Source: an optimization exercise on an open RTL-to-GDS flow (aim: small area and a short achievable clock period). Production flows keep margins and buffers that such runs may drop.
Where RTL was checked, it was by simulation tests only, not by an equivalence proof against the original.
For runs 2 to 7, only the layout was checked, not whether the RTL still works.
Power figures rest on the tool's default switching activity, not on a simulated workload.

===== flow/config.mk =====
export PLATFORM = sky130hd
export DESIGN_NAME = fifo
export DESIGN_NICKNAME = fifo
export VERILOG_FILES = /design/flow/design.v
export SDC_FILE = /design/flow/constraint.sdc
export NUM_CORES = 4
export LEC_CHECK = 0
export CAP_MARGIN = 20
export CORE_MARGIN = 2
export CORE_UTILIZATION = 40
export SLEW_MARGIN = 20

===== flow/constraint.sdc =====
create_clock -name core_clock -period 3.2 [get_ports {clk}]
set_input_delay 0.6400 -clock core_clock [delete_from_list [all_inputs] [get_ports {clk}]]
set_output_delay 0.6400 -clock core_clock [all_outputs]
set_load 0.01 [all_outputs]

===== flow/design.v =====
`timescale 1ns / 1ps
module fifo
#
(
	parameter		depth = 60,
	parameter		width = 8
)
(
	input				clk,
	input				rst_n,
	input				wr_en,
	input	[width-1:0]	data_in,
	input				rd_en,
	output	[width-1:0]	data_out,
	output				full,
	output				empty
);
localparam		aw = $clog2(depth);
reg	[width-1:0]	mem	[depth-1:0];
reg	[aw:0]		waddr;			 
reg	[aw:0]		raddr;			 
reg	[width-1:0]	temp_rdata;
function [aw:0] next_addr;
	input [aw:0] a;
	begin
		if(a[aw-1:0] == depth-1)
			next_addr = { ~a[aw], { aw{ 1'b0}}};
		else
			next_addr = a + 1'b1;
	end
endfunction
always@(posedge clk or negedge rst_n)
begin
	if(!rst_n)
		waddr <= 0;
	else if(wr_en == 1'b1 && !full)
		waddr <= next_addr(waddr);
	else
		waddr <= waddr;
end
always@(posedge clk or negedge rst_n)
begin
	if(!rst_n)
		raddr <= 0;
	else if(rd_en == 1'b1 && !empty)
		raddr <= next_addr(raddr);
	else
		raddr <= raddr;
end
always@(posedge clk)
begin
	if(!full )
		mem[waddr[aw-1:0]] <= data_in;
	else
		mem[waddr[aw-1:0]] <= mem[waddr[aw-1:0]];
end
assign	data_out = temp_rdata;
always@(posedge clk or negedge rst_n)
begin
	if(!rst_n)
		temp_rdata <= { width{ 1'b0}};
	else if(!empty)
		temp_rdata <= mem[raddr[aw-1:0]];
	else
		temp_rdata <= temp_rdata ;
end
assign	empty = (waddr == raddr)?1'b1:1'b0;
assign	full = ({ ~waddr[aw],waddr[aw-1:0]} == raddr)?1'b1:1'b0;
endmodule

===== flow/run.sh =====
#!/bin/bash
# synth_recipe.tcl (not shown) runs the flow's synth.tcl, then flattens the netlist and writes it again
# the make line also repeats each setting of config.mk as NAME=value (left out here)
make -C /OpenROAD-flow-scripts/flow DESIGN_CONFIG=/design/flow/config.mk WORK_HOME=/design/flow/orfs CLKGATE_MAP_FILE= SYNTH_SCRIPT=/design/flow/synth_recipe.tcl finish

==> impl_results.md, run 1 <==
- Setup TNS: 0 ps
- PnR worst setup slack: 117.6 ps
- R2r setup slk: 540 ps
- Io pins: 22
- Post-DR vias/cell: 5.519
- EDFF count, synth: 480
- Clock slew at reported path FFs: 60 ps
- Post-synthesis sequential area ratio: 75.20%
- Synth warn: 1
- Critical Path Fanout Max: 11
- Async SR Flop Fraction: 4.382%
- Multi-input gate area: 4626 um^2
- Max capacitance violation total: 0
- Total wire length: 45.63 mm
- Die area: 51550 um^2
- Initial core utilization: 40.57%
- Fillers: 4187
- P_leak: 7.345 nW
- First-pass DRT Iterations: 7
- CP Capture Type: primary output
- Worst Hold Class: in -> reg
- Antenna viol nets, final: 0
- Worst path arrival time: 2440 ps
- Die Ht: 227.0 um
- TritonCTS buffer count: 51
- Yosys reg bits: 502
- Worst path required time: 2560 ps
- Root Driver: clkbuf_16
- Vias in the first global route: 10140
- I/O Buffers: 21
- Mapped Cells: 1004
- Most used DFF post-synth: edfxtp_1
- Core footprint: 49050 um^2
- Top routing layer in use: met4
- Mapped Nets: 1018
- Unrepaired setup endpoints after global routing: false
- Register area: 14980 um^2
- Drt drc: 0
- Peak VDD IR: 0.4915 mV
- Largest net degree at the start of global routing: 71
- Clock network latency to the later pin of the worst-skew pair: 590 ps
- CTS max path bufs: 3
- Clock Skew: 22.64 ps
- Power per cell area: 825.1 nW/um^2
- Relative slew slack: 39.07%
- H-tree depth: 2
- GPL Wtd Cong: 0.7850
- Final Max Tran Viols: 0
- First-pass GRT wire length: 67.80 mm
- Top cells by area, synth: edfxtp_1, mux4_2, dfrtp_1, mux2i_1, mux2_2
- WL/cell: 25.25 um
- Final core occ: 46.74%
- Post-synthesis cell area: 19900 um^2
- Fin nets: 1119
- Non-Filler Instances: 1807
- Area grow syn2layout: 15.20%
- Hold Violations, Final: 0
- Slew @ Worst Pin: 911.0 ps
- GRT Util Overall: 18.26%
- Routed met3 length: 2.630 mm
- Top-area cell type share of the netlist area: 72.43%
- Die X: 227.0 um
- Diode count: 0
- Distinct cells, synth: 52
- Post-DP HPWL: 27.88 mm
- Achievable frequency: 324.4 MHz
- Endpoints failing setup: 0
- Startpoint types: register
- Critical path type: reg -> out
- Setup Slack @ Placement: 364.3 ps
- Vias: 9972
- Met1 WL: 19.97 mm
- Period utilisation layout: 96.32%
- Initial antenna violation count: 0
- Period minus WS final: 3082 ps
- Layout cells sized above 1: 26.68%
- DP Cell Count: 1714
- Sink Count: 502
- WL met2: 21.88 mm
- Initial DRC Count: 1000
- Avg Inst Size Synth: 19.82 um^2
- Row count: 81
- GR Overflow Total: 0
- Yosys top cell by area: edfxtp_1
- Status: no timing/DRC/antenna violations
- CTS tree: built
## repair_timing
item / 4_1_cts / 5_1_grt
resized for setup: 2 / 2
setup endpoints to repair: 2 / 2
pin swaps: 1 / 1
buffers inserted: 1 / 1
hold buffers: 0 / 0
## synth_stat cells, drive strengths merged (2+ instances only)
cell    number
clkbuf      19
a22oi        9
and3         4
and4         2
nor2        81
o41ai        3
nand3       13
and2         3
o311ai       2
a31oi        5
a211oi      14
a41oi        4
a32o         2
or2          2
clkinv       2
o221ai       2
inv          4
nor4        10
nand2       30
nand4        5
edfxtp     480
ha           2
mux2i       32
o31a         2
mux4       108
o22ai       11
mux2        27
a21oi        5
nor3         4
o21ai       11
xor2         2
nand3b       4
buf         37
nand2b       6
dfrtp       22
nor2b       12
xnor2        8
o31ai        6
o32ai        2
## routing by layer
layer,vias to the layer above,global-route usage (%)
li1,4318,-
met1,5293,25.97
met2,293,28.87
met3,68,3.123
met4,0,5.967
met5,-,0
## registers in the layout, indices dropped and copies added, names as in the netlist
register and cells:
mem 480, temp_rdata 8, raddr 7, waddr 7
## power by group
part	internal [mW]	switching, mW
Combinational	2.13	3.08
Sequential	7.78	0.286
Clock	3.25	2.39
Total	13.2	5.76
## cells by family (layout without fill, tap and decap cells)
| logic type | count (synthesis) | count (layout) | share of synthesized area (%) |
|---|---|---|---|
| buffers and inverters | 62 | 201 | 1.647 |
| DFF | 502 | 502 | 75.20 |
| muxes | 167 | 167 | 15.36 |
| xor gates and xnor gates | 10 | 10 | 0.4402 |
| and+or+nand+nor | 181 | 181 | 4.320 |
| adders and majority gates | 2 | 2 | 0.1257 |
| AOI/OAI and AO/OA | 80 | 80 | 2.905 |
## layout by cell type (no fill, tap or decap), types with 13 or more instances in the layout
master | Yosys | final
clkdlybuf4s50_1 | 0 | 13
mux4_2 | 108 | 108
clkbuf_1 | 19 | 16
nand2_1 | 30 | 30
clkbuf_16 | 0 | 53
mux2_2 | 27 | 27
edfxtp_1 | 480 | 480
buf_4 | 14 | 74
dfrtp_1 | 22 | 18
a211oi_1 | 14 | 14
nor2_1 | 81 | 81
mux2i_1 | 32 | 32
## path summary, 6_finish.rpt
check	start	end	depth (start not counted)
hold reg to reg	temp_rdata[2]	temp_rdata[2]	2
hold / removal	data_in[5]	mem[6][5]	1
max in group asynchronous	rst_n	raddr[0]	1
setup / recovery	waddr[3]	full	4
min in group asynchronous	rst_n	temp_rdata[7]	1
setup reg to reg	raddr[0]	temp_rdata[0]	6
## final cells by class
cell class	count	area share, %
clock buffers	72	6.227
clock inverters	19	0.5895
inverters	6	0.09824
multi-input cells	440	20.18
flip-flops and latches	502	65.33
well taps	664	3.624
repair buffers	104	3.952
## worst max-delay path, cell delays in order (launching register included)
cell and delay [ps]:
dfrtp_1 490, xnor2_1 240, nand4_1 260, nor3_4 240, clkdlybuf4s50_1 620
## stage by stage
step           hold slack (ps)  power (mW)  instance area (um^2)
6_report                 307.7       18.92                 22920
3_5_place_dp             515.9       13.41                 21330
5_1_grt                  290.1       19.69                 22920
2_1_floorplan            344.4       11.48                 19900
4_1_cts                  274.5       19.06                 22900
3_3_place_gp             498.3       13.34                 21330
==> run 2: changes to the inputs <==
==> flow/design.v (replaced) <==
`timescale 1ns / 1ps
module fifo
#
(
	parameter		depth = 60,
	parameter		width = 8
)
(
	input				clk,
	input				rst_n,
	input				wr_en,
	input	[width-1:0]	data_in,
	input				rd_en,
	output	[width-1:0]	data_out,
	output				full,
	output				empty
);
localparam		aw = $clog2(depth);
reg	[width-1:0]	mem	[depth-1:0];
reg	[aw-1:0]	waddr;
reg	[aw-1:0]	raddr;
reg	[width-1:0]	rdata;
reg				full_r;
reg				empty_r;
wire	push = wr_en & ~full_r;
wire	pop  = rd_en & ~empty_r;
wire	[aw-1:0]	waddr_n = (waddr == depth-1) ? { aw{ 1'b0}} : waddr + 1'b1;
wire	[aw-1:0]	raddr_n = (raddr == depth-1) ? { aw{ 1'b0}} : raddr + 1'b1;
always@(posedge clk or negedge rst_n)
begin
	if(!rst_n) begin
		waddr   <= { aw{ 1'b0}};
		raddr   <= { aw{ 1'b0}};
		full_r  <= 1'b0;
		empty_r <= 1'b1;
	end else begin
		if(push)
			waddr <= waddr_n;
		if(pop)
			raddr <= raddr_n;
		empty_r <= push ? 1'b0 : (pop ? (raddr_n == waddr) : empty_r);
		full_r  <= pop  ? 1'b0 : (push ? (waddr_n == raddr) : full_r);
	end
end
always@(posedge clk)
begin
	if(!full_r)
		mem[waddr] <= data_in;
end
always@(posedge clk)
	rdata <= mem[raddr];
assign	data_out = rdata;
assign	empty    = empty_r;
assign	full     = full_r;
endmodule
==> impl_results.md, run 2 <==
- Status: no timing/DRC/antenna violations (unchanged)
- Crit path cell chain: mux4_2 -> o22ai_1 -> o21ai_1 -> a221oi_1 -> a211oi_1 (was xnor2_1 -> nand4_1 -> nor3_4 -> clkdlybuf4s50_1)
- Area grow syn2layout: 14.72% (was 15.20%)
- Core footprint: 49150 um^2 (was 49050 um^2)
- Worst path arrival time: 3210 ps (was 2440 ps)
- First-pass DRT Iterations: 5 (was 7)
- Slew @ Worst Pin: 820.8 ps (was 911.0 ps)
- CTS tree: built (unchanged)
- Vias in the first global route: 10010 (was 10140)
- Max reg flops: 480 (unchanged)
- Multi-input gate area: 4619 um^2 (was 4626 um^2)
- Startpoint types: register (unchanged)
- Critical path type: reg -> reg (was reg -> out)
- Hold_buf cts: 0 (unchanged)
- Row count: 81 (unchanged)
- Most used DFF post-synth: edfxtp_1 (unchanged)
- Endpoints failing setup: 0 (unchanged)
- Synth warn: 1 (unchanged)
- Worst path slowest cell: dfrtp_4 (was clkdlybuf4s50_1)
- GR Util met3: 4.126% (was 3.123%)
- Setup bufs post-CTS: 0 (was 1)
- Die area: 51820 um^2 (was 51550 um^2)
- Period minus WS final: 2761 ps (was 3082 ps)
- Total wire length: 45.24 mm (was 45.63 mm)
- Antenna viol nets, final: 0 (unchanged)
- Unrepaired setup endpoints after global routing: false (unchanged)
- GR Util met1: 24.68% (was 25.97%)
- Setup TNS: 0 ps (unchanged)
- Final Max Tran Viols: 0 (unchanged)
- Power per cell area: 848.2 nW/um^2 (was 825.1 nW/um^2)
- Most frequent cells after synthesis: edfxtp_1, mux4_2, nor2_1 (unchanged)
- I/O Buffers: 21 (unchanged)
- Fillers: 4092 (was 4187)
- Largest stage delay, worst path: 820 ps (was 620 ps)
- Post-synthesis sequential area ratio: 74.60% (was 75.20%)
- Post-DP HPWL: 28.30 mm (was 27.88 mm)
- GRT Util Overall: 17.96% (was 18.26%)
- Peak VDD IR: 0.4595 mV (was 0.4915 mV)
- Worst path required time: 3640 ps (was 2560 ps)
- CP Capture Type: register (was primary output)
- Initial core utilization: 40.71% (was 40.57%)
- DP Cell Count: 1730 (was 1714)
- Io pins: 22 (unchanged)
- Non-Filler Instances: 1821 (was 1807)
- Async SR Flop Fraction: 2.789% (was 4.382%)
- Mapped Cells: 1018 (was 1004)
- WP buf/inv: 0 (was 1)
- Initial antenna violation count: 0 (unchanged)
- Diode count: 0 (unchanged)
- Die X: 227.7 um (was 227.0 um)
- Period utilisation layout: 86.29% (was 96.32%)
- Achievable frequency: 362.1 MHz (was 324.4 MHz)
- Final core occ: 46.70% (was 46.74%)
- Sink Count: 502 (unchanged)
- EDFF count, synth: 480 (unchanged)
- Mapped Nets: 1032 (was 1018)
- Design Power: 19.47 mW (was 18.92 mW)
- Yosys top cell by area: edfxtp_1 (unchanged)
- Root Driver: clkbuf_16 (unchanged)
- Worst Hold Class: in -> reg (unchanged)
- Fin nets: 1132 (was 1119)
- Die Ht: 227.7 um (was 227.0 um)
- CTS max path bufs: 3 (unchanged)
- H-tree depth: 2 (unchanged)
- Max capacitance violation total: 0 (unchanged)
- Initial DRC Count: 1060 (was 1000)
- Vias: 9935 (was 9972)
- Drt drc: 0 (unchanged)
- Gr busiest metal: met2 (unchanged)
- Clock network latency to the later pin of the worst-skew pair: 590 ps (about the same)
- Met2 usage: 28.87% (about the same)
- Most common cell after layout, fill and taps aside: edfxtp_1 (unchanged)
- Post-synthesis cell area: 20010 um^2 (was 19900 um^2)
- Top Family by Delay on Critical Path: compound AO/OA/AOI/OAI gates (was buffers and inverters)
- Relative slew slack: 45.07% (was 39.07%)
- Most frequent cell after synthesis: edfxtp_1 (unchanged)
- WL/cell: 24.84 um (was 25.25 um)
- Commonest non-fill, non-tap cells in the layout: edfxtp_1, mux4_2, buf_4 (was edfxtp_1, mux4_2, nor2_1)
- Yosys reg bits: 502 (unchanged)
- Critical Path Fanout Max: 36 (was 11)
- Layout cells sized above 1: 25.50% (was 26.68%)
- P_leak: 7.336 nW (was 7.345 nW)
- Clock Skew: 20.90 ps (was 22.64 ps)
- First-pass GRT wire length: 66.63 mm (was 67.80 mm)
- GPL Wtd Cong: 0.7821 (was 0.7850)
- Post-DR vias/cell: 5.456 (was 5.519)
- Clock slew at reported path FFs: 60 ps (about the same)
- GR Overflow Total: 0 (unchanged)
- Register area: 14930 um^2 (was 14980 um^2)
- Top-area cell type share of the netlist area: 72.04% (was 72.43%)
- Distinct cells, synth: 64 (was 52)
- Number of gates resized after cts: 0 (was 2)
- Avg Inst Size Synth: 19.65 um^2 (was 19.82 um^2)
- Top cells by area, synth: edfxtp_1, mux4_2, dfrtp_1, mux2i_1, nor2_1 (was edfxtp_1, mux4_2, dfrtp_1, mux2i_1, mux2_2)
- Hold Violations, Final: 0 (unchanged)
- Largest net degree at the start of global routing: 61 (was 71)
- TritonCTS buffer count: 50 (was 51)
[run 2: routing by layer]
layer  share of wire (%)  up-vias
li1                    -     4391
met1                  43     5202
met2                  48      277
met3                 6.7       65
met4                 2.4        0
met5                   0        -
[run 2: worst register-to-register path: cells and delay by family, from the launching register on]
family / cells / cell delay (ps)
AOI/OAI and AO/OA: 4 / 1180
muxes: 1 / 630
DFF: 1 / 820
[run 2: cells by family (layout without fill, tap and decap cells)]
family	count (synthesis)	in the layout	synth area share, %
multiplexers	145	145	13.42
AO/OA/AOI/OAI	132	132	4.740
flip-flops	502	502	74.60
buffers and inverters	60	199	2.314
XOR/XNOR	10	10	0.4378
adder cells (fa/ha/maj)	2	2	0.1251
AND/OR/NAND/NOR	167	167	4.365
[run 2: path summary, 6_finish.rpt]
kind / start / endpoint / slack [ps] / depth (start not counted)
setup / recovery: raddr[1] / rdata[6] / 440 / 5
hold / removal: data_in[0] / mem[28][0] / 450 / 1
setup reg to reg: raddr[1] / rdata[6] / 440 / 5
hold reg to reg: empty_r / empty_r / 570 / 1
max in group asynchronous: rst_n / raddr[1] / 2220 / 1
min in group asynchronous: rst_n / waddr[1] / 470 / 1
[run 2: power breakdown]
group / total, mW / switching, mW / internal, mW
clock: 5.86 / 2.45 / 3.42
combinational: 5.30 / 3.00 / 2.30
sequential: 8.31 / 0.584 / 7.73
total: 19.5 / 6.03 / 13.4
[run 2: area by class of cell]
class / instances / share of cell area, %
clock inverter: 30 / 1.455
inverter: 2 / 0.03271
sequential: 502 / 65.06
timing repair buffer: 106 / 3.979
tap: 664 / 3.620
clock buffer: 61 / 5.724
multi-input combinational: 456 / 20.13
[run 2: per-stage QoR]
step                cell area (um^2)  hold slack [ps]  setup slack, ps
finish                         22950            451.2            438.7
global route                   22950            424.0            323.7
CTS                            22950            418.2            413.4
detailed placement             21300            570.1            427.8
global placement               21300            568.8            398.0
floorplan                      20010            344.4             1075
==> run 3: changes to the inputs <==
--- a/flow/config.mk
+++ b/flow/config.mk
@@ -10,2 +10,3 @@
 export CORE_UTILIZATION = 40
+export SETUP_SLACK_MARGIN = 1.4
 export SLEW_MARGIN = 20
==> impl_results.md, run 3 <==
- Status: no timing/DRC/antenna violations (unchanged)
- Post-DR vias/cell: 5.553 (was 5.456)
- Top-area cell type share of the netlist area: 72.04% (unchanged)
- Worst path arrival time: 2620 ps (was 3210 ps)
- Period minus WS final: 2155 ps (was 2761 ps)
- Critical path type: reg -> reg (unchanged)
- Post-synthesis sequential area ratio: 74.60% (unchanged)
- CP Capture Type: register (unchanged)
- Setup TNS: 0 ps (unchanged)
- Unrepaired setup endpoints after global routing: true (was false)
- Die X: 227.7 um (unchanged)
- Most common cell after layout, fill and taps aside: edfxtp_1 (unchanged)
- Startpoint types: register (unchanged)
- P_leak: 7.890 nW (was 7.336 nW)
- CTS tree: built (unchanged)
- Post-synthesis cell area: 20010 um^2 (unchanged)
- Largest family of logic cells by synthesized area: multiplexers (unchanged)
- Int Pwr: 14.04 mW (was 13.44 mW)
- Relative slew slack: 52.16% (was 45.07%)
- Drt drc: 0 (unchanged)
- Post-DP HPWL: 28.50 mm (was 28.30 mm)
- Critical Path Fanout Max: 7 (was 36)
- Initial antenna violation count: 0 (unchanged)
- Register area: 14950 um^2 (was 14930 um^2)
- GPL Wtd Cong: 0.7852 (was 0.7821)
- Most frequent cells after synthesis: edfxtp_1, mux4_2, nor2_1 (unchanged)
- Worst path required time: 3660 ps (was 3640 ps)
- Top cells by area, synth: edfxtp_1, mux4_2, dfrtp_1, mux2i_1, nor2_1 (unchanged)
- Compound-gate portion of the synthesized area: 4.740% (unchanged)
- Period utilisation layout: 67.35% (was 86.29%)
- Antenna viol nets, final: 0 (unchanged)
- Commonest non-fill, non-tap cells in the layout: edfxtp_1, mux4_2, buf_4 (unchanged)
- Largest net degree at the start of global routing: 61 (unchanged)
- Yosys top cell by area: edfxtp_1 (unchanged)
- Combinational share of power: 35.1% (was 27.2%)
- Setup Slack @ Placement: 604.0 ps (was 427.8 ps)
- Clock slew at reported path FFs: 60 ps (about the same)
- Die Ht: 227.7 um (unchanged)
- WL/cell: 25.76 um (was 24.84 um)
- Power per cell area: 855.2 nW/um^2 (was 848.2 nW/um^2)
- Final Max Tran Viols: 0 (unchanged)
- Area grow syn2layout: 22.03% (was 14.72%)
- GR Util met3: 4.037% (was 4.126%)
- Layout cells sized above 1: 39.21% (was 25.50%)
- Diode count: 0 (unchanged)
- Endpoints failing setup: 0 (unchanged)
- Avg Inst Size Synth: 19.65 um^2 (unchanged)
- GRT Util Overall: 19.06% (was 17.96%)
- Sink Count: 502 (unchanged)
- Async SR Flop Fraction: 2.789% (unchanged)
- CTS max path bufs: 3 (unchanged)
- Gr busiest metal: met2 (unchanged)
- Most used DFF post-synth: edfxtp_1 (unchanged)
- Design Power: 20.88 mW (was 19.47 mW)
- Slew @ Worst Pin: 715.3 ps (was 820.8 ps)
- Mapped Nets: 1032 (unchanged)
- Hold_ws: 310.8 ps (was 451.2 ps)
- Initial core utilization: 40.71% (unchanged)
- Fillers: 3943 (was 4092)
- Hold Violations, Final: 0 (unchanged)
- Peak VDD IR: 0.5027 mV (was 0.4595 mV)
- Clock share of power: 26.3% (was 30.1%)
- Seq pwr share: 38.6% (was 42.7%)
- H-tree depth: 2 (unchanged)
- GR Util met1: 26.18% (was 24.68%)
- Mux contribution to synthesized area: 13.42% (unchanged)
- GR Overflow Total: 0 (unchanged)
- Worst Hold Class: in -> reg (unchanged)
- Fin nets: 1188 (was 1132)
- Synth warn: 1 (unchanged)
- Vias: 10401 (was 9935)
- Total wire length: 48.24 mm (was 45.24 mm)
- Clock Skew: 16.35 ps (was 20.90 ps)
- First-pass GRT wire length: 70.86 mm (was 66.63 mm)
- Post-Synth XOR/XNOR Area: 0.4377% (unchanged)
- Simple-Gate Fraction of Synth Area: 4.365% (unchanged)
- I/O Buffers: 21 (unchanged)
- TritonCTS buffer count: 51 (was 50)
- Core footprint: 49150 um^2 (unchanged)
- Mapped Cells: 1018 (unchanged)
- Distinct cells, synth: 64 (unchanged)
- Clock network latency to the later pin of the worst-skew pair: 590 ps (about the same)
- Final core occ: 49.67% (was 46.70%)
- Most frequent cell after synthesis: edfxtp_1 (unchanged)
- NetSw: 6.836 mW (was 6.026 mW)
- EDFF count, synth: 480 (unchanged)
- Initial DRC Count: 985 (was 1060)
- PnR worst setup slack: 1045 ps (was 438.7 ps)
- Achievable frequency: 464.0 MHz (was 362.1 MHz)
- Sw frac: 32.74% (was 30.95%)
- First-pass DRT Iterations: 5 (unchanged)
- Root Driver: clkbuf_16 (unchanged)
- Multi-input gate area: 5403 um^2 (was 4619 um^2)
- Yosys reg bits: 502 (unchanged)
- Max capacitance violation total: 0 (unchanged)
- Die area: 51820 um^2 (unchanged)
- Io pins: 22 (unchanged)
- Post-synthesis adder-cell area fraction: 0.1251% (unchanged)
- Vias in the first global route: 10602 (was 10010)
- Row count: 81 (unchanged)
- Max reg flops: 480 (unchanged)
- Met2 usage: 31.01% (was 28.87%)
## run 3: layout make-up
class	instances	share of cell area (%)
clock buffers	65	5.565
clock inverters	23	0.6047
flip-flops and latches	502	61.25
repair buffers	161	7.021
well taps	664	3.403
multi-input cells	456	22.13
inverters	2	0.03075
## run 3: worst paths after layout
path                                 start    endpoint  slack (ps)  depth (start not counted)
max in group asynchronous            rst_n    raddr[1]        2250                          1
min in group asynchronous            rst_n    waddr[2]         450                          1
worst min register to register    waddr[0]    waddr[0]         670                          2
worst min-delay path            data_in[3]  mem[54][3]         310                          1
worst max register to register    raddr[0]    rdata[6]        1040                          8
worst max-delay path              raddr[0]    rdata[6]        1040                          8
## run 3: power by group through the flow
stage | combinational (mW) | clock [mW] | sequential (mW)
floorplan | 4.01 | 0 | 7.98
global placement | 5.40 | 0 | 8.34
detailed placement | 5.43 | 0 | 8.36
CTS | 6.99 | 5.59 | 8.06
global route | 7.75 | 5.85 | 8.09
finish | 7.33 | 5.48 | 8.06
## run 3: metrics by stage
| stage | instance area [um^2] | std cells |
|---|---|---|
| 2_1_floorplan | 20100 | 1018 |
| 3_3_place_gp | 21230 | 1713 |
| 3_5_place_dp | 21230 | 1713 |
| 4_1_cts | 24030 | 1858 |
| 5_1_grt | 24410 | 1873 |
| 6_report | 24410 | 1873 |
## run 3: worst max-delay path: stages (launching register included)
cell	delay [ps]
dfrtp_4	520
buf_12	160
buf_12	120
buf_16	140
mux4_2	450
a21oi_2	150
o21ai_2	110
a221oi_4	260
a211oi_2	110
## run 3: cells by family (layout without fill, tap and decap cells)
logic type / Yosys count / in the layout
DFF: 502 / 502
and+or+nand+nor: 167 / 167
buffers and inverters: 60 / 251
AOI/OAI and AO/OA: 132 / 132
xor gates and xnor gates: 10 / 10
muxes: 145 / 145
adders and majority gates: 2 / 2
## run 3: metal layers
layer	routed length [um]	part of all wire, %
met1	20510	43
met2	23600	49
met3	2954	6.1
met4	1177	2.4
met5	0	0
## run 3: what timing repair did
item,in CTS,in global routing
hold buffers,0,0
gates resized for setup,188,43
setup endpoints to repair,507,298
gates cloned,2,1
pin swaps,32,18
setup buffers,55,14
==> run 4: changes to the inputs <==
==> flow/design.v (replaced) <==
`timescale 1ns / 1ps
module fifo
#
(
	parameter		depth = 60,
	parameter		width = 8
)
(
	input				clk,
	input				rst_n,
	input				wr_en,
	input	[width-1:0]	data_in,
	input				rd_en,
	output	[width-1:0]	data_out,
	output				full,
	output				empty
);
localparam		rows = depth / 4;		 
reg	[width-1:0]	bank0	[rows-1:0];
reg	[width-1:0]	bank1	[rows-1:0];
reg	[width-1:0]	bank2	[rows-1:0];
reg	[width-1:0]	bank3	[rows-1:0];
reg	[3:0]		wrow;			 
reg	[1:0]		wbank;			 
reg	[3:0]		rrow0, rrow1, rrow2, rrow3;	 
reg	[1:0]		rbank;			 
reg	[5:0]		count;
reg				full_r;
reg				empty_r;
reg	[width-1:0]	bq0, bq1, bq2, bq3;	 
reg	[width-1:0]	last_in;		 
reg				fresh;			 
reg	[width-1:0]	rdata;
wire	push = wr_en & ~full_r;
wire	pop  = rd_en & ~empty_r;
function [3:0] next_row;
	input [3:0] r;
	begin
		next_row = (r == rows-1) ? 4'd0 : r + 4'd1;
	end
endfunction
always@(posedge clk or negedge rst_n)
begin
	if(!rst_n) begin
		wrow    <= 4'd0;
		wbank   <= 2'd0;
		rrow0   <= 4'd0;
		rrow1   <= 4'd0;
		rrow2   <= 4'd0;
		rrow3   <= 4'd0;
		rbank   <= 2'd0;
		count   <= 6'd0;
		full_r  <= 1'b0;
		empty_r <= 1'b1;
	end else begin
		if(push) begin
			wbank <= wbank + 2'd1;
			if(wbank == 2'd3)
				wrow <= next_row(wrow);
		end
		if(pop) begin
			rbank <= rbank + 2'd1;
			case(rbank)
			2'd0: rrow0 <= next_row(rrow0);
			2'd1: rrow1 <= next_row(rrow1);
			2'd2: rrow2 <= next_row(rrow2);
			2'd3: rrow3 <= next_row(rrow3);
			endcase
		end
		if(push & ~pop)
			count <= count + 6'd1;
		else if(pop & ~push)
			count <= count - 6'd1;
		empty_r <= push ? 1'b0 : (pop ? (count == 6'd1) : empty_r);
		full_r  <= pop ? 1'b0 : (push ? (count == depth-1) : full_r);
	end
end
always@(posedge clk)
begin
	if(!full_r) begin
		case(wbank)
		2'd0: bank0[wrow] <= data_in;
		2'd1: bank1[wrow] <= data_in;
		2'd2: bank2[wrow] <= data_in;
		2'd3: bank3[wrow] <= data_in;
		endcase
	end
end
always@(posedge clk)
begin
	bq0     <= bank0[rrow0];
	bq1     <= bank1[rrow1];
	bq2     <= bank2[rrow2];
	bq3     <= bank3[rrow3];
	last_in <= data_in;
	fresh   <= push & (empty_r | (pop & (count == 6'd1)));
end
always@(posedge clk)
begin
	if(fresh)
		rdata <= last_in;
	else
		case(rbank)
		2'd0: rdata <= bq0;
		2'd1: rdata <= bq1;
		2'd2: rdata <= bq2;
		2'd3: rdata <= bq3;
		endcase
end
assign	data_out = rdata;
assign	empty    = empty_r;
assign	full     = full_r;
endmodule
--- a/flow/config.mk
+++ b/flow/config.mk
@@ -10,3 +10,3 @@
 export CORE_UTILIZATION = 40
-export SETUP_SLACK_MARGIN = 1.4
+export SETUP_SLACK_MARGIN = 1.6
 export SLEW_MARGIN = 20
==> impl_results.md, run 4 <==
- Status: no timing/DRC/antenna violations (unchanged)
- Worst Hold Class: in -> async (was in -> reg)
- Critical path type: reg -> out (was reg -> reg)
- EDFF count, synth: 480 (unchanged)
- Unrepaired setup endpoints after global routing: true (unchanged)
- Vias: 11513 (was 10401)
- Yosys reg bits: 561 (was 502)
- Worst path required time: 2560 ps (was 3660 ps)
- FF-to-FF End: bq1[3] (was rdata[6])
- Most frequent cells after synthesis: edfxtp_1, mux4_2, nor2_1 (unchanged)
- I/O Buffers: 21 (unchanged)
- Clock slew at reported path FFs: 70 ps (was 60 ps)
- Most frequent cell after synthesis: edfxtp_1 (unchanged)
- Synth warn: 1 (unchanged)
- R2r setup slk: 1300 ps (was 1040 ps)
- Startpoint types: register (unchanged)
- Largest stage delay, worst path: 580 ps (was 520 ps)
- Combinational share of power: 35.8% (was 35.1%)
- Hold_buf cts: 0 (unchanged)
- Design Power: 24.34 mW (was 20.88 mW)
- Top Family by Delay on Critical Path: flip-flops (was compound AO/OA/AOI/OAI gates)
- Register area: 16230 um^2 (was 14950 um^2)
- Die area: 55610 um^2 (was 51820 um^2)
- Non-Filler Instances: 2096 (was 1873)
- First-pass DRT Iterations: 6 (was 5)
- Mapped Cells: 1147 (was 1018)
- H-tree depth: 2 (unchanged)
- WL/cell: 24.61 um (was 25.76 um)
- Multi-input gate area: 5777 um^2 (was 5403 um^2)
- Achievable frequency: 513.7 MHz (was 464.0 MHz)
- Endpoints failing setup: 0 (unchanged)
- Core footprint: 52870 um^2 (was 49150 um^2)
- Worst Reg2Reg Path Length in Cells: 5 (was 8)
- Mapped Nets: 1173 (was 1032)
- Row count: 84 (was 81)
- Period minus WS final: 1947 ps (was 2155 ps)
- Setup TNS: 0 ps (unchanged)
- NetSw: 7.659 mW (was 6.836 mW)
- CP Capture Type: primary output (was register)
- Drt drc: 0 (unchanged)
- Max capacitance violation total: 0 (unchanged)
- Async SR Flop Fraction: 5.704% (was 2.789%)
- Post-DR vias/cell: 5.493 (was 5.553)
- Clock network latency to the later pin of the worst-skew pair: 600 ps (was 590 ps)
- Hold Violations, Final: 0 (unchanged)
- GPL Wtd Cong: 0.8132 (was 0.7852)
- Period utilisation layout: 60.83% (was 67.35%)
- Peak VDD IR: 0.4295 mV (was 0.5027 mV)
- Die Ht: 235.8 um (was 227.7 um)
- WP buf/inv: 1 (was 3)
- Seq pwr share: 39.5% (was 38.6%)
- Area grow syn2layout: 27.41% (was 22.03%)
- Commonest non-fill, non-tap cells in the layout: edfxtp_1, mux4_2, buf_4 (unchanged)
- Worst path arrival time: 1310 ps (was 2620 ps)
- Most common cell after layout, fill and taps aside: edfxtp_1 (unchanged)
- Setup Slack @ Placement: 779.5 ps (was 604.0 ps)
- Distinct cells, synth: 46 (was 64)
- Crit path cell chain: buf_6 (was buf_12 -> buf_12 -> buf_16 -> mux4_2 -> a21oi_2 -> o21ai_2 -> a221oi_4 -> a211oi_2)
- Fillers: 4115 (was 3943)
- Diode count: 0 (unchanged)
- Final core occ: 51.80% (was 49.67%)
- PnR worst setup slack: 1253 ps (was 1045 ps)
- GRT Util Overall: 18.23% (was 19.06%)
- Die X: 235.8 um (was 227.7 um)
- First-pass GRT wire length: 75.09 mm (was 70.86 mm)
- Initial core utilization: 40.66% (was 40.71%)
- CTS tree: built (unchanged)
- Initial antenna violation count: 1 (was 0)
- Final Max Tran Viols: 0 (unchanged)
- Critical R2R Launch: rrow1[0] (was raddr[0])
- Post-synthesis sequential area ratio: 75.35% (was 74.60%)
- Hold_ws: 139.9 ps (was 310.8 ps)
- Fin nets: 1389 (was 1188)
- Initial DRC Count: 1122 (was 985)
- Most used DFF post-synth: edfxtp_1 (unchanged)
- Clock share of power: 24.7% (was 26.3%)
- Top-area cell type share of the netlist area: 67.06% (was 72.04%)
- Root Driver: clkbuf_16 (unchanged)
- Top cells by area, synth: edfxtp_1, mux4_2, dfxtp_1, dfrtp_1, a221o_1 (was edfxtp_1, mux4_2, dfrtp_1, mux2i_1, nor2_1)
- CTS max path bufs: 3 (unchanged)
- Sink Count: 561 (was 502)
- Layout cells sized above 1: 38.57% (was 39.21%)
- Clock Skew: 17.22 ps (was 16.35 ps)
- TritonCTS buffer count: 56 (was 51)
- Slew @ Worst Pin: 856.8 ps (was 715.3 ps)
- Critical Path Fanout Max: 2 (was 7)
- Worst path slowest cell: dfstp_2 (was dfrtp_4)
- Post-DP HPWL: 29.23 mm (was 28.50 mm)
- Final Instance Area: 27390 um^2 (was 24410 um^2)
- Io pins: 22 (unchanged)
- P_leak: 9.204 nW (was 7.890 nW)
- Int Pwr: 16.68 mW (was 14.04 mW)
- Total wire length: 51.57 mm (was 48.24 mm)
- DP Cell Count: 1849 (was 1713)
- Post-synthesis cell area: 21490 um^2 (was 20010 um^2)
- Sw frac: 31.47% (was 32.74%)
- Power per cell area: 888.7 nW/um^2 (was 855.2 nW/um^2)
- Yosys top cell by area: edfxtp_1 (unchanged)
- Avg Inst Size Synth: 18.74 um^2 (was 19.65 um^2)
- Antenna viol nets, final: 0 (unchanged)
- Area after DPL: 22780 um^2 (was 21230 um^2)
- Vias in the first global route: 11397 (was 10602)
- Relative slew slack: 42.88% (was 52.16%)
- Largest net degree at the start of global routing: 62 (was 61)
- GR Overflow Total: 0 (unchanged)
run 4: cell count changes after synthesis, sizes merged, moves of 13 or more:
cell,before,now
o22ai,16,0
dfrtp,13,31
a211oi,16,3
inv,2,18
nand2,35,56
a221o,0,32
dfxtp,8,49
a22o,16,36
o21ai,30,60
run 4: worst max-delay path by stage:
stage	start	end	slack [ps]	cells past startpoint
final	empty_r	empty	1250	1
after detailed placement	rd_en	count[5]	780	6
after floorplan	rd_en	count[5]	1410	8
after global placement	rd_en	count[5]	770	6
after CTS	empty_r	empty	1220	1
after global routing	empty_r	empty	1210	1
run 4: repair_timing:
action	4_1_cts	5_1_grt
setup buffers	103	33
pin swaps	45	37
setup endpoints to repair	553	483
gates resized for setup	257	105
cloned	7	1
run 4: layout make-up:
class / instances / share of cell area [%]
Multi-Input combinational cell: 505 / 21.09
Inverter: 18 / 0.2558
Tap cell: 688 / 3.143
Sequential cell: 561 / 59.27
Clock inverter: 31 / 0.6168
Timing Repair Buffer: 221 / 10.17
Clock buffer: 72 / 5.450
run 4: power by group through the flow:
stage / logic [mW] / clock network [mW] / registers (mW)
global route: 9.20 / 6.40 / 9.68
finish: 8.70 / 6.02 / 9.62
global placement: 5.62 / 0 / 9.87
detailed placement: 5.67 / 0 / 9.88
floorplan: 4.31 / 0 / 9.31
CTS: 7.98 / 6.11 / 9.58
run 4: cell families after synthesis:
group           after synthesis  share of synthesized area (%)
fa+ha+maj                    14                         0.8150
compound gates              162                          5.548
xor+xnor                      8                         0.3260
mux                         139                          12.13
flops                       561                          75.35
simple gates                181                          3.883
buf+inv                      82                          1.950
run 4: metal layers:
metal	GRT usage [%]	wire (um)	vias up
li1	-	-	5044
met1	25.44	22340	5996
met2	29.51	24950	381
met3	3.160	2920	90
met4	5.424	1357	2
met5	0	8	-
==> run 5: changes to the inputs <==
--- a/flow/config.mk
+++ b/flow/config.mk
@@ -10,3 +10,3 @@
 export CORE_UTILIZATION = 40
-export SETUP_SLACK_MARGIN = 1.6
+export SETUP_SLACK_MARGIN = 1.4
 export SLEW_MARGIN = 20
==> impl_results.md, run 5 <==
- Status: no timing/DRC/antenna violations (unchanged)
- Critical R2R Launch: rrow0[0] (was rrow1[0])
- H-tree depth: 2 (unchanged)
- Die X: 235.8 um (unchanged)
- Endpoints failing setup: 0 (unchanged)
- Distinct cells, synth: 46 (unchanged)
- Worst Reg2Reg Path Length in Cells: 4 (was 5)
- GRT Util Overall: 17.49% (was 18.23%)
- CP Capture Type: register (was primary output)
- Design Power: 22.70 mW (was 24.34 mW)
- Layout cells sized above 1: 30.52% (was 38.57%)
- Hold Violations, Final: 0 (unchanged)
- Most frequent cell after synthesis: edfxtp_1 (unchanged)
- Fin nets: 1306 (was 1389)
- GPL Wtd Cong: 0.7931 (was 0.8132)
- Most used DFF post-synth: edfxtp_1 (unchanged)
- First-pass GRT wire length: 72.14 mm (was 75.09 mm)
- Vias: 11004 (was 11513)
- Top-area cell type share of the netlist area: 67.06% (unchanged)
- Clock Skew: 21.04 ps (was 17.22 ps)
- Post-DP HPWL: 28.30 mm (was 29.23 mm)
- Post-synthesis sequential area ratio: 75.35% (unchanged)
- GR Overflow Total: 0 (unchanged)
- Hold_buf cts: 0 (unchanged)
- Post-synthesis cell area: 21490 um^2 (unchanged)
- Worst Hold Class: in -> async (unchanged)
- Antenna viol nets, final: 0 (unchanged)
- Max capacitance violation total: 0 (unchanged)
- Clock slew at reported path FFs: 60 ps (was 70 ps)
- Initial DRC Count: 1076 (was 1122)
- Most frequent cells after synthesis: edfxtp_1, mux4_2, nor2_1 (unchanged)
- Commonest non-fill, non-tap cells in the layout: edfxtp_1, mux4_2, buf_4 (unchanged)
- Diode count: 0 (unchanged)
- FF-to-FF End: bq0[5] (was bq1[3])
- Power per cell area: 888.3 nW/um^2 (was 888.7 nW/um^2)
- Relative slew slack: 39.93% (was 42.88%)
- Period utilisation layout: 60.25% (was 60.83%)
- Initial core utilization: 40.66% (unchanged)
- Async SR Flop Fraction: 5.704% (unchanged)
- Fillers: 4320 (was 4115)
- Area after DPL: 22690 um^2 (was 22780 um^2)
- Worst path arrival time: 2400 ps (was 1310 ps)
- Achievable frequency: 518.7 MHz (was 513.7 MHz)
- CTS max path bufs: 3 (unchanged)
- Sink Count: 561 (unchanged)
- Total wire length: 48.51 mm (was 51.57 mm)
- P_leak: 8.522 nW (was 9.204 nW)
- Critical path type: reg -> reg (was reg -> out)
- Die Ht: 235.8 um (unchanged)
- Worst path required time: 3680 ps (was 2560 ps)
- Setup TNS: 0 ps (unchanged)
- R2r setup slk: 1270 ps (was 1300 ps)
- Yosys top cell by area: edfxtp_1 (unchanged)
- Setup Slack @ Placement: 830.2 ps (was 779.5 ps)
- Peak VDD IR: 0.4226 mV (was 0.4295 mV)
- EDFF count, synth: 480 (unchanged)
- Root Driver: clkbuf_16 (unchanged)
- Final Max Tran Viols: 0 (unchanged)
- Mapped Cells: 1147 (unchanged)
- Drt drc: 0 (unchanged)
- TritonCTS buffer count: 56 (unchanged)
- Initial antenna violation count: 0 (was 1)
- Io pins: 22 (unchanged)
- Core footprint: 52870 um^2 (unchanged)
- Vias in the first global route: 11130 (was 11397)
- Most common cell after layout, fill and taps aside: edfxtp_1 (unchanged)
- Slew @ Worst Pin: 901.1 ps (was 856.8 ps)
- Largest net degree at the start of global routing: 62 (unchanged)
- Row count: 84 (unchanged)
- Top cells by area, synth: edfxtp_1, mux4_2, dfxtp_1, dfrtp_1, a221o_1 (unchanged)
- Mapped Nets: 1173 (unchanged)
- Final Instance Area: 25550 um^2 (was 27390 um^2)
- Clock network latency to the later pin of the worst-skew pair: 600 ps (about the same)
- WL/cell: 24.08 um (was 24.61 um)
- Die area: 55610 um^2 (unchanged)
- Synth warn: 1 (unchanged)
- CTS tree: built (unchanged)
- Startpoint types: register (unchanged)
- Critical Path Fanout Max: 8 (was 2)
- Area grow syn2layout: 18.87% (was 27.41%)
- Yosys reg bits: 561 (unchanged)
- Period minus WS final: 1928 ps (was 1947 ps)
- Avg Inst Size Synth: 18.74 um^2 (unchanged)
- Post-DR vias/cell: 5.461 (was 5.493)
- I/O Buffers: 21 (unchanged)
- PnR worst setup slack: 1272 ps (was 1253 ps)
- First-pass DRT Iterations: 7 (was 6)
- Unrepaired setup endpoints after global routing: true (unchanged)
-- run 5: cell counts after synthesis --
No cell type changed its count.
-- run 5: what timing repair did --
item | in CTS | in global routing
setup buffers | 29 | 26
endpoints found under the hold margin | 0 | 0
pin swaps | 13 | 2
gates resized for setup | 138 | 26
endpoints found under the setup margin | 510 | 412
cloned | 3 | 1
-- run 5: through the flow --
step	util (%)	hold slack (ps)	std cells
2_1_floorplan	-	344.4	1147
3_3_place_gp	42.92	424.0	1851
3_5_place_dp	42.92	424.7	1851
4_1_cts	47.72	169.5	1988
5_1_grt	48.33	202.2	2015
6_report	48.33	157.4	2015
-- run 5: worst max-delay path by stage --
stage,startpoint,to,slack (ps)
after floorplan,rd_en,count[5],1400
after global placement,rd_en,count[3],850
after detailed placement,wr_en,count[5],830
after CTS,empty_r,empty,1240
after global routing,rrow0[0],bq0[5],1240
final,rrow0[0],bq0[5],1270
-- run 5: layout make-up --
cell class	count	area, um^2	share of cell area [%]
clock buffers	82	1553	6.077
multi-input cells	504	5289	20.70
inverters	18	70.07	0.2742
well taps	688	860.8	3.369
clock inverters	23	210.2	0.8227
flip-flops and latches	561	16220	63.50
repair buffers	139	1344	5.260
-- run 5: cells by family (layout without fill, tap and decap cells) --
logic type / Yosys count / after routing / synth area share [%]
simple gates: 181 / 181 / 3.883
xor+xnor: 8 / 8 / 0.3260
fa+ha+maj: 14 / 14 / 0.8150
mux: 139 / 139 / 12.13
flops: 561 / 561 / 75.35
compound gates: 162 / 162 / 5.548
buf+inv: 82 / 262 / 1.950
-- run 5: critical path, stage by stage, from the launching register on --
cell,delay [ps]
dfrtp_4,520
buf_12,180
mux4_2,510
a22o_1,280
a221o_1,310
-- run 5: power by group --
part	internal [mW]	leakage (nW)	total, mW	switching, mW
logic	3.24	2.53	6.78	3.54
clock network	3.61	0.868	6.29	2.68
registers	8.89	5.12	9.63	0.734
total	15.7	8.52	22.7	6.95
-- run 5: metal layers --
metal	routed length [um]	share of wire [%]	global-route usage [%]	up-vias
met2	23030	47	27.61	304
met1	21930	45	24.78	5759
li1	-	-	-	4863
met3	2422	5.0	3.546	78
met4	1131	2.3	4.903	0
met5	0	0	0	-
==> run 6: changes to the inputs <==
--- a/flow/design.v
+++ b/flow/design.v
@@ -27,4 +27,8 @@
 reg	[5:0]		count;
-reg				full_r;
-reg				empty_r;
+reg				full_r;			 
+reg				empty_r;		 
+reg				nfull;			 
+reg				nempty;			 
+reg	[3:0]		wen;			 
+reg	[3:0]		rsel0, rsel1, rsel2, rsel3;	 
 reg	[width-1:0]	bq0, bq1, bq2, bq3;	 
@@ -33,4 +37,2 @@
 reg	[width-1:0]	rdata;
-wire	push = wr_en & ~full_r;
-wire	pop  = rd_en & ~empty_r;
 function [3:0] next_row;
@@ -41,2 +43,11 @@
 endfunction
+wire	push = wr_en & nfull;
+wire	pop  = rd_en & nempty;
+wire	[1:0]	wbank_n = push ? wbank + 2'd1 : wbank;
+wire	[3:0]	rrow0_n = (pop && rbank == 2'd0) ? next_row(rrow0) : rrow0;
+wire	[3:0]	rrow1_n = (pop && rbank == 2'd1) ? next_row(rrow1) : rrow1;
+wire	[3:0]	rrow2_n = (pop && rbank == 2'd2) ? next_row(rrow2) : rrow2;
+wire	[3:0]	rrow3_n = (pop && rbank == 2'd3) ? next_row(rrow3) : rrow3;
+wire			empty_n = push ? 1'b0 : (pop ? (count == 6'd1) : ~nempty);
+wire			full_n  = pop  ? 1'b0 : (push ? (count == depth-1) : ~nfull);
 always@(posedge clk or negedge rst_n)
@@ -46,2 +57,3 @@
 		wbank   <= 2'd0;
+		wen     <= 4'b0001;
 		rrow0   <= 4'd0;
@@ -54,17 +66,15 @@
 		empty_r <= 1'b1;
+		nfull   <= 1'b1;
+		nempty  <= 1'b0;
 	end else begin
-		if(push) begin
-			wbank <= wbank + 2'd1;
-			if(wbank == 2'd3)
-				wrow <= next_row(wrow);
-		end
-		if(pop) begin
+		wbank <= wbank_n;
+		if(push && wbank == 2'd3)
+			wrow <= next_row(wrow);
+		wen   <= full_n ? 4'b0000 : (4'b0001 << wbank_n);
+		if(pop)
 			rbank <= rbank + 2'd1;
-			case(rbank)
-			2'd0: rrow0 <= next_row(rrow0);
-			2'd1: rrow1 <= next_row(rrow1);
-			2'd2: rrow2 <= next_row(rrow2);
-			2'd3: rrow3 <= next_row(rrow3);
-			endcase
-		end
+		rrow0 <= rrow0_n;
+		rrow1 <= rrow1_n;
+		rrow2 <= rrow2_n;
+		rrow3 <= rrow3_n;
 		if(push & ~pop)
@@ -73,4 +83,6 @@
 			count <= count - 6'd1;
-		empty_r <= push ? 1'b0 : (pop ? (count == 6'd1) : empty_r);
-		full_r  <= pop ? 1'b0 : (push ? (count == depth-1) : full_r);
+		empty_r <= empty_n;
+		nempty  <= ~empty_n;
+		full_r  <= full_n;
+		nfull   <= ~full_n;
 	end
@@ -79,10 +91,6 @@
 begin
-	if(!full_r) begin
-		case(wbank)
-		2'd0: bank0[wrow] <= data_in;
-		2'd1: bank1[wrow] <= data_in;
-		2'd2: bank2[wrow] <= data_in;
-		2'd3: bank3[wrow] <= data_in;
-		endcase
-	end
+	rsel0 <= rrow0_n;
+	rsel1 <= rrow1_n;
+	rsel2 <= rrow2_n;
+	rsel3 <= rrow3_n;
 end
@@ -90,8 +98,15 @@
 begin
-	bq0     <= bank0[rrow0];
-	bq1     <= bank1[rrow1];
-	bq2     <= bank2[rrow2];
-	bq3     <= bank3[rrow3];
+	if(wen[0]) bank0[wrow] <= data_in;
+	if(wen[1]) bank1[wrow] <= data_in;
+	if(wen[2]) bank2[wrow] <= data_in;
+	if(wen[3]) bank3[wrow] <= data_in;
+end
+always@(posedge clk)
+begin
+	bq0     <= bank0[rsel0];
+	bq1     <= bank1[rsel1];
+	bq2     <= bank2[rsel2];
+	bq3     <= bank3[rsel3];
 	last_in <= data_in;
-	fresh   <= push & (empty_r | (pop & (count == 6'd1)));
+	fresh   <= push & (~nempty | (pop & (count == 6'd1)));
 end
--- a/flow/config.mk
+++ b/flow/config.mk
@@ -10,3 +10,5 @@
 export CORE_UTILIZATION = 40
-export SETUP_SLACK_MARGIN = 1.4
+export CTS_CLUSTER_DIAMETER = 80
+export CTS_CLUSTER_SIZE = 24
+export SETUP_SLACK_MARGIN = 1.45
 export SLEW_MARGIN = 20
==> impl_results.md, run 6 <==
- Status: no timing/DRC/antenna violations (unchanged)
- TritonCTS buffer count: 29 (was 56)
- P_leak: 8.016 nW (was 8.522 nW)
- Most frequent cell after synthesis: edfxtp_1 (unchanged)
- Row count: 86 (was 84)
- Final Max Tran Viols: 0 (unchanged)
- GR Overflow Total: 0 (unchanged)
- Yosys reg bits: 583 (was 561)
- Yosys top cell by area: edfxtp_1 (unchanged)
- Seq pwr share: 65.0% (was 42.4%)
- Die Ht: 240.1 um (was 235.8 um)
- Clock share of power: 33.9% (was 27.7%)
- Mapped Cells: 1202 (was 1147)
- I/O Buffers: 21 (unchanged)
- Achievable frequency: 526.1 MHz (was 518.7 MHz)
- Top Family by Delay on Critical Path: compound AO/OA/AOI/OAI gates (unchanged)
- Relative slew slack: 37.26% (was 39.93%)
- Most frequent cells after synthesis: edfxtp_1, dfxtp_1, nand2_1 (was edfxtp_1, mux4_2, nor2_1)
- GRT Util Overall: 16.71% (was 17.49%)
- Drt drc: 0 (unchanged)
- Avg Inst Size Synth: 18.55 um^2 (was 18.74 um^2)
- DP Cell Count: 1940 (was 1851)
- Most common cell after layout, fill and taps aside: edfxtp_1 (unchanged)
- Area grow syn2layout: 11.02% (was 18.87%)
- Worst path slowest cell: a222oi_1 (was dfrtp_4)
- Period utilisation layout: 59.40% (was 60.25%)
- Peak VDD IR: 0.4020 mV (was 0.4226 mV)
- Initial antenna violation count: 1 (was 0)
- Most used DFF post-synth: edfxtp_1 (unchanged)
- Antenna viol nets, final: 0 (unchanged)
- Top-area cell type share of the netlist area: 64.65% (was 67.06%)
- Largest net degree at the start of global routing: 62 (unchanged)
- Layout cells sized above 1: 22.88% (was 30.52%)
- Endpoints failing setup: 0 (unchanged)
- Synth warn: 1 (unchanged)
- CTS max path bufs: 3 (unchanged)
- Design Power: 12.61 mW (was 22.70 mW)
- Combinational share of power: 1.1% (was 29.9%)
- Async SR Flop Fraction: 6.518% (was 5.704%)
- Core footprint: 55090 um^2 (was 52870 um^2)
- Critical Path Fanout Max: 9 (was 8)
- Diode count: 0 (unchanged)
- Unrepaired setup endpoints after global routing: true (unchanged)
- Die area: 57640 um^2 (was 55610 um^2)
- Clock slew at reported path FFs: 90 ps (was 60 ps)
- Critical path type: reg -> reg (unchanged)
- Crit path cell chain: inv_4 -> ha_4 -> a222oi_1 -> a211oi_1 -> a21o_1 (was buf_12 -> mux4_2 -> a22o_1 -> a221o_1)
- Non-Filler Instances: 2024 (was 2015)
- Worst Hold Class: in -> async (unchanged)
- Die X: 240.1 um (was 235.8 um)
- Sink Count: 583 (was 561)
- Power per cell area: 509.6 nW/um^2 (was 888.3 nW/um^2)
- Distinct cells, synth: 44 (was 46)
- Slew @ Worst Pin: 941.1 ps (was 901.1 ps)
- GPL Wtd Cong: 0.8424 (was 0.7931)
- EDFF count, synth: 480 (unchanged)
- Fin nets: 1274 (was 1306)
- Hold_buf cts: 0 (unchanged)
- Root Driver: clkbuf_16 (unchanged)
- Hold Violations, Final: 0 (unchanged)
- CTS tree: built (unchanged)
- Initial core utilization: 40.47% (was 40.66%)
- Int Pwr: 10.13 mW (was 15.74 mW)
- Worst path required time: 3700 ps (was 3680 ps)
- Top cells by area, synth: edfxtp_1, mux4_2, dfxtp_1, mux4_1, dfrtp_1 (was edfxtp_1, mux4_2, dfxtp_1, dfrtp_1, a221o_1)
- Startpoint types: register (unchanged)
- Final core occ: 44.93% (was 48.33%)
- WL/cell: 23.85 um (was 24.08 um)
- Worst path arrival time: 2400 ps (about the same)
- Initial DRC Count: 1023 (was 1076)
- Post-synthesis sequential area ratio: 74.77% (was 75.35%)
- Post-DR vias/cell: 5.418 (was 5.461)
- First-pass GRT wire length: 70.99 mm (was 72.14 mm)
- Clock network latency to the later pin of the worst-skew pair: 610 ps (was 600 ps)
- Sw frac: 19.67% (was 30.63%)
- Post-synthesis cell area: 22300 um^2 (was 21490 um^2)
- Io pins: 22 (unchanged)
- First-pass DRT Iterations: 5 (was 7)
- Period minus WS final: 1901 ps (was 1928 ps)
- CP Capture Type: register (unchanged)
- NetSw: 2.481 mW (was 6.953 mW)
- Post-DP HPWL: 29.36 mm (was 28.30 mm)
- R2r setup slk: 1300 ps (was 1270 ps)
- Vias in the first global route: 10654 (was 11130)
- WP buf/inv: 1 (unchanged)
- Total wire length: 48.28 mm (was 48.51 mm)
- Clock Skew: 22.38 ps (was 21.04 ps)
- Mapped Nets: 1223 (was 1173)
- Vias: 10966 (was 11004)
- Largest stage delay, worst path: 650 ps (was 520 ps)
- H-tree depth: 1 (was 2)
- Max capacitance violation total: 0 (unchanged)
- Commonest non-fill, non-tap cells in the layout: edfxtp_1, nand2_1, mux4_2 (was edfxtp_1, mux4_2, buf_4)
- Setup TNS: 0 ps (unchanged)
-- run 6: logic make-up after synthesis --
logic type      count (synthesis)  synth area share [%]
flops                         583                 74.77
mux                           132                 11.93
xor+xnor                        8                0.3143
buf+inv                        68                 2.250
compound gates                168                 5.079
simple gates                  234                 5.152
fa+ha+maj                       9                0.5051
-- run 6: metal layers --
layer,global-route usage (%),wire length [um]
met5,0,0
met4,3.595,1074
met3,2.032,2388
met2,26.59,22710
met1,24.80,22110
-- run 6: final cells by class --
cell class	count	area, um^2
Clock buffer	47	803.3
Clock inverter	7	110.1
Fill cell	4738	30340
Inverter	10	43.79
Multi-Input combinational cell	551	5448
Sequential cell	583	16690
Tap cell	748	935.9
Timing Repair Buffer	78	719.4
-- run 6: through the flow --
step / setup WS (ps) / hold slack, ps / area, um^2
2_1_floorplan: 1257 / 344.4 / 22340
3_3_place_gp: 584.8 / 423.2 / 23200
3_5_place_dp: 549.7 / 414.8 / 23200
4_1_cts: 1279 / 163.5 / 24580
5_1_grt: 1260 / 215.5 / 24750
6_report: 1299 / 170.4 / 24750
-- run 6: power groups by stage --
stage / sequential [mW] / combinational, mW / clock, mW
5_1_grt: 8.20 / 0.158 / 4.60
2_1_floorplan: 8.37 / 0.000785 / 0
3_3_place_gp: 8.37 / 0.141 / 0
4_1_cts: 8.19 / 0.148 / 4.35
6_report: 8.19 / 0.143 / 4.27
3_5_place_dp: 8.37 / 0.149 / 0
-- run 6: final timing paths --
kind                            start          end  cells after the start
max                          rbank[0]     rdata[3]                      5
min                             rst_n     rrow2[1]                      1
max reg2reg                  rbank[0]     rdata[3]                      5
min reg2reg                last_in[6]     rdata[6]                      1
max in group asynchronous       rst_n      wrow[3]                      1
min in group core_clock    data_in[6]  bank3[1][6]                      1
-- run 6: worst reg2reg max path, cell delays in order, from the launching register on --
cell and delay (ps):
dfrtp_2 460, inv_4 70, ha_4 190, a222oi_1 650, a211oi_1 230, a21o_1 210
-- run 6: timing repair --
| action | in CTS | in global routing |
|---|---|---|
| cloned | 1 | 1 |
| gates resized for setup | 179 | 26 |
| pin swaps | 10 | 3 |
| buffers inserted | 17 | 11 |
| setup endpoints to repair | 528 | 385 |
==> run 7: changes to the inputs <==
--- a/flow/config.mk
+++ b/flow/config.mk
@@ -10,4 +10,2 @@
 export CORE_UTILIZATION = 40
-export CTS_CLUSTER_DIAMETER = 80
-export CTS_CLUSTER_SIZE = 24
 export SETUP_SLACK_MARGIN = 1.45
==> impl_results.md, run 7 <==
- Status: no timing/DRC/antenna violations (unchanged)
- Endpoints failing setup: 0 (unchanged)
- Die area: 57640 um^2 (unchanged)
- EDFF count, synth: 480 (unchanged)
- H-tree depth: 2 (was 1)
- Peak VDD IR: 0.4190 mV (was 0.4020 mV)
- Die Ht: 240.1 um (unchanged)
- Clock Skew: 31.52 ps (was 22.38 ps)
- Fillers: 4636 (was 4738)
- Most used DFF post-synth: edfxtp_1 (unchanged)
- Fin nets: 1299 (was 1274)
- Worst path required time: 3720 ps (was 3700 ps)
- Diode count: 0 (unchanged)
- GPL Wtd Cong: 0.8424 (unchanged)
- Post-synthesis cell area: 22300 um^2 (unchanged)
- Achievable frequency: 521.7 MHz (was 526.1 MHz)
- Period minus WS final: 1917 ps (was 1901 ps)
- Io pins: 22 (unchanged)
- Hold Violations, Final: 0 (unchanged)
- Sink Count: 583 (unchanged)
- Clock slew at reported path FFs: 60 ps (was 90 ps)
- Unrepaired setup endpoints after global routing: true (unchanged)
- Worst Hold Class: in -> async (unchanged)
- WL met2: 23.13 mm (was 22.71 mm)
- Top cells by area, synth: edfxtp_1, mux4_2, dfxtp_1, mux4_1, dfrtp_1 (unchanged)
- Most frequent cell after synthesis: edfxtp_1 (unchanged)
- Async SR Flop Fraction: 6.518% (unchanged)
- CTS tree: built (unchanged)
- Power per cell area: 592.4 nW/um^2 (was 509.6 nW/um^2)
- Total wire length: 49.35 mm (was 48.28 mm)
- Most common cell after layout, fill and taps aside: edfxtp_1 (unchanged)
- Critical path type: reg -> reg (unchanged)
- Core footprint: 55090 um^2 (unchanged)
- Root Driver: clkbuf_16 (unchanged)
- CTS max path bufs: 3 (unchanged)
- P_leak: 8.525 nW (was 8.016 nW)
- Worst path arrival time: 2440 ps (was 2400 ps)
- Final core occ: 46.78% (was 44.93%)
- Row count: 86 (unchanged)
- R2r setup slk: 1280 ps (was 1300 ps)
- Avg Inst Size Synth: 18.55 um^2 (unchanged)
- WL/cell: 23.79 um (was 23.85 um)
- Top-area cell type share of the netlist area: 64.65% (unchanged)
- Area grow syn2layout: 15.58% (was 11.02%)
- Clock network latency to the later pin of the worst-skew pair: 630 ps (was 610 ps)
- Setup TNS: 0 ps (unchanged)
- Final Max Tran Viols: 0 (unchanged)
- Layout cells sized above 1: 25.40% (was 22.88%)
- First-pass DRT Iterations: 6 (was 5)
- Register area: 16690 um^2 (unchanged)
- Post-synthesis sequential area ratio: 74.77% (unchanged)
- Initial core utilization: 40.47% (unchanged)
- Largest net degree at the start of global routing: 62 (unchanged)
- Hold_buf cts: 0 (unchanged)
- Yosys reg bits: 583 (unchanged)
- Critical Path Fanout Max: 9 (unchanged)
- Period utilisation layout: 59.90% (was 59.40%)
- Commonest non-fill, non-tap cells in the layout: edfxtp_1, nand2_1, mux4_2 (unchanged)
- Synth warn: 1 (unchanged)
- Critical R2R Launch: rbank[0] (unchanged)
- Initial antenna violation count: 1 (unchanged)
- Relative slew slack: 37.98% (was 37.26%)
- Multi-input gate area: 5449 um^2 (was 5448 um^2)
- Vias in the first global route: 11073 (was 10654)
- GRT Util Overall: 17.37% (was 16.71%)
- Most frequent cells after synthesis: edfxtp_1, dfxtp_1, nand2_1 (unchanged)
- Slew @ Worst Pin: 930.4 ps (was 941.1 ps)
- Drt drc: 0 (unchanged)
- Met1 WL: 22.07 mm (was 22.11 mm)
- CP Capture Type: register (unchanged)
- Initial DRC Count: 1087 (was 1023)
- FF-to-FF End: rdata[6] (was rdata[3])
- TritonCTS buffer count: 57 (was 29)
- I/O Buffers: 21 (unchanged)
- Yosys top cell by area: edfxtp_1 (unchanged)
- Post-DP HPWL: 29.36 mm (unchanged)
- Vias: 11207 (was 10966)
- Distinct cells, synth: 44 (unchanged)
- Top routing layer in use: met4 (unchanged)
- Startpoint types: register (unchanged)
- Mapped Cells: 1202 (unchanged)
- GR Overflow Total: 0 (unchanged)
- First-pass GRT wire length: 73.01 mm (was 70.99 mm)
- Worst Reg2Reg Path Length in Cells: 5 (unchanged)
- Antenna viol nets, final: 0 (unchanged)
- Max capacitance violation total: 0 (unchanged)
- Post-DR vias/cell: 5.401 (was 5.418)
- Die X: 240.1 um (unchanged)
- Mapped Nets: 1223 (unchanged)
- Routed met3 length: 3.110 mm (was 2.388 mm)
## run 7: cell counts after synthesis
No cell type changed its count.
## run 7: power by group
group	switching, mW	internal [mW]
logic	0.128	0.0163
registers	0.00121	8.21
clock network	2.86	4.06
## run 7: final cells by class
cell class              instances  share of cell area, %
flip-flops and latches        583                  64.77
multi-input cells             551                  21.14
clock buffers                  81                  6.521
well taps                     748                  3.632
repair buffers                 75                  2.685
clock inverters                27                  1.073
inverters                      10                 0.1699
## run 7: per-layer routing
layer	vias up	global-route usage [%]
met4	0	4.800
met1	5839	25.19
met5	-	0
met2	342	26.90
met3	74	3.295
li1	4952	-
## run 7: critical path, stage by stage, from the launching register on
cell and delay (ps):
dfrtp_2 450, inv_4 70, ha_4 190, a222oi_1 700, a211oi_1 210, a21o_1 190
## run 7: metrics by stage
stage               instances  setup slack [ps]  area (um^2)  power (mW)  hold WS [ps]
floorplan                1202              1257        22340       8.373         344.4
CTS                      2066              1282        25640       15.38         149.2
global placement         1940             584.8        23200       8.512         423.2
finish                   2075              1283        25770       15.27         148.7
detailed placement       1940             549.7        23200       8.520         414.8
global route             2075              1239        25770       15.69         190.4
## run 7: cells by family after synthesis
family	after synthesis	share of synthesized area [%]
DFF	583	74.77
AOI/OAI and AO/OA	168	5.079
buffers and inverters	68	2.250
and+or+nand+nor	234	5.152
adders and majority gates	9	0.5051
xor gates and xnor gates	8	0.3143
muxes	132	11.93
## run 7: worst max path at each step
stage	start	end	slack, ps	cells past startpoint
floorplan	rd_en	count[4]	1260	7
global placement	rd_en	count[4]	580	7
detailed placement	rd_en	count[4]	550	7
CTS	empty_r	empty	1280	1
global route	rbank[1]	rdata[7]	1240	6
finish	rbank[0]	rdata[6]	1280	5
## run 7: what timing repair did
action | CTS | global route
cloned | 2 | 0
resized for setup | 177 | 27
setup buffers | 16 | 9
pin swaps | 10 | 10
endpoints found under the setup margin | 525 | 410

==> static timing again, ports no longer ideal <==
How much do the figures lean on ideal ports? The routed layouts below were timed once more, with nothing changed but the port constraints. Step 1: set_driving_cell puts a clkbuf_16 on clk and a buf_2 on each other input, an assumption about the parent block. Step 2 also shifts input and output timing later by t, the mid clock arrival at the registers, as if the neighbouring blocks saw the same clock. Slacks: ideal ports / drivers / drivers and shift; pairs: ideal ports / drivers.
| run | t (ns) | setup slack, ns | cell pins on the clock port's net |
|---|---|---|---|
| run 1 | 0.632 | 0.118 / 0.061 / 0.538 | 1 |
| run 2 | 0.633 | 0.439 / 0.439 / 0.439 | 1 |
| run 3 | 0.639 | 1.045 / 1.045 / 1.045 | 1 |
| run 4 | 0.649 | 1.253 / 1.200 / 0.884 | 1 |
| run 5 | 0.655 | 1.272 / 1.245 / 0.884 | 1 |
| run 6 | 0.651 | 1.299 / 1.275 / 0.920 | 1 |
| run 7 | 0.669 | 1.283 / 1.252 / 0.880 | 1 |
After both steps setup and hold are still met in every run listed. The setup slack of run 7, which loses most, moves by -0.031 ns with the drivers and by -0.403 ns with both steps.
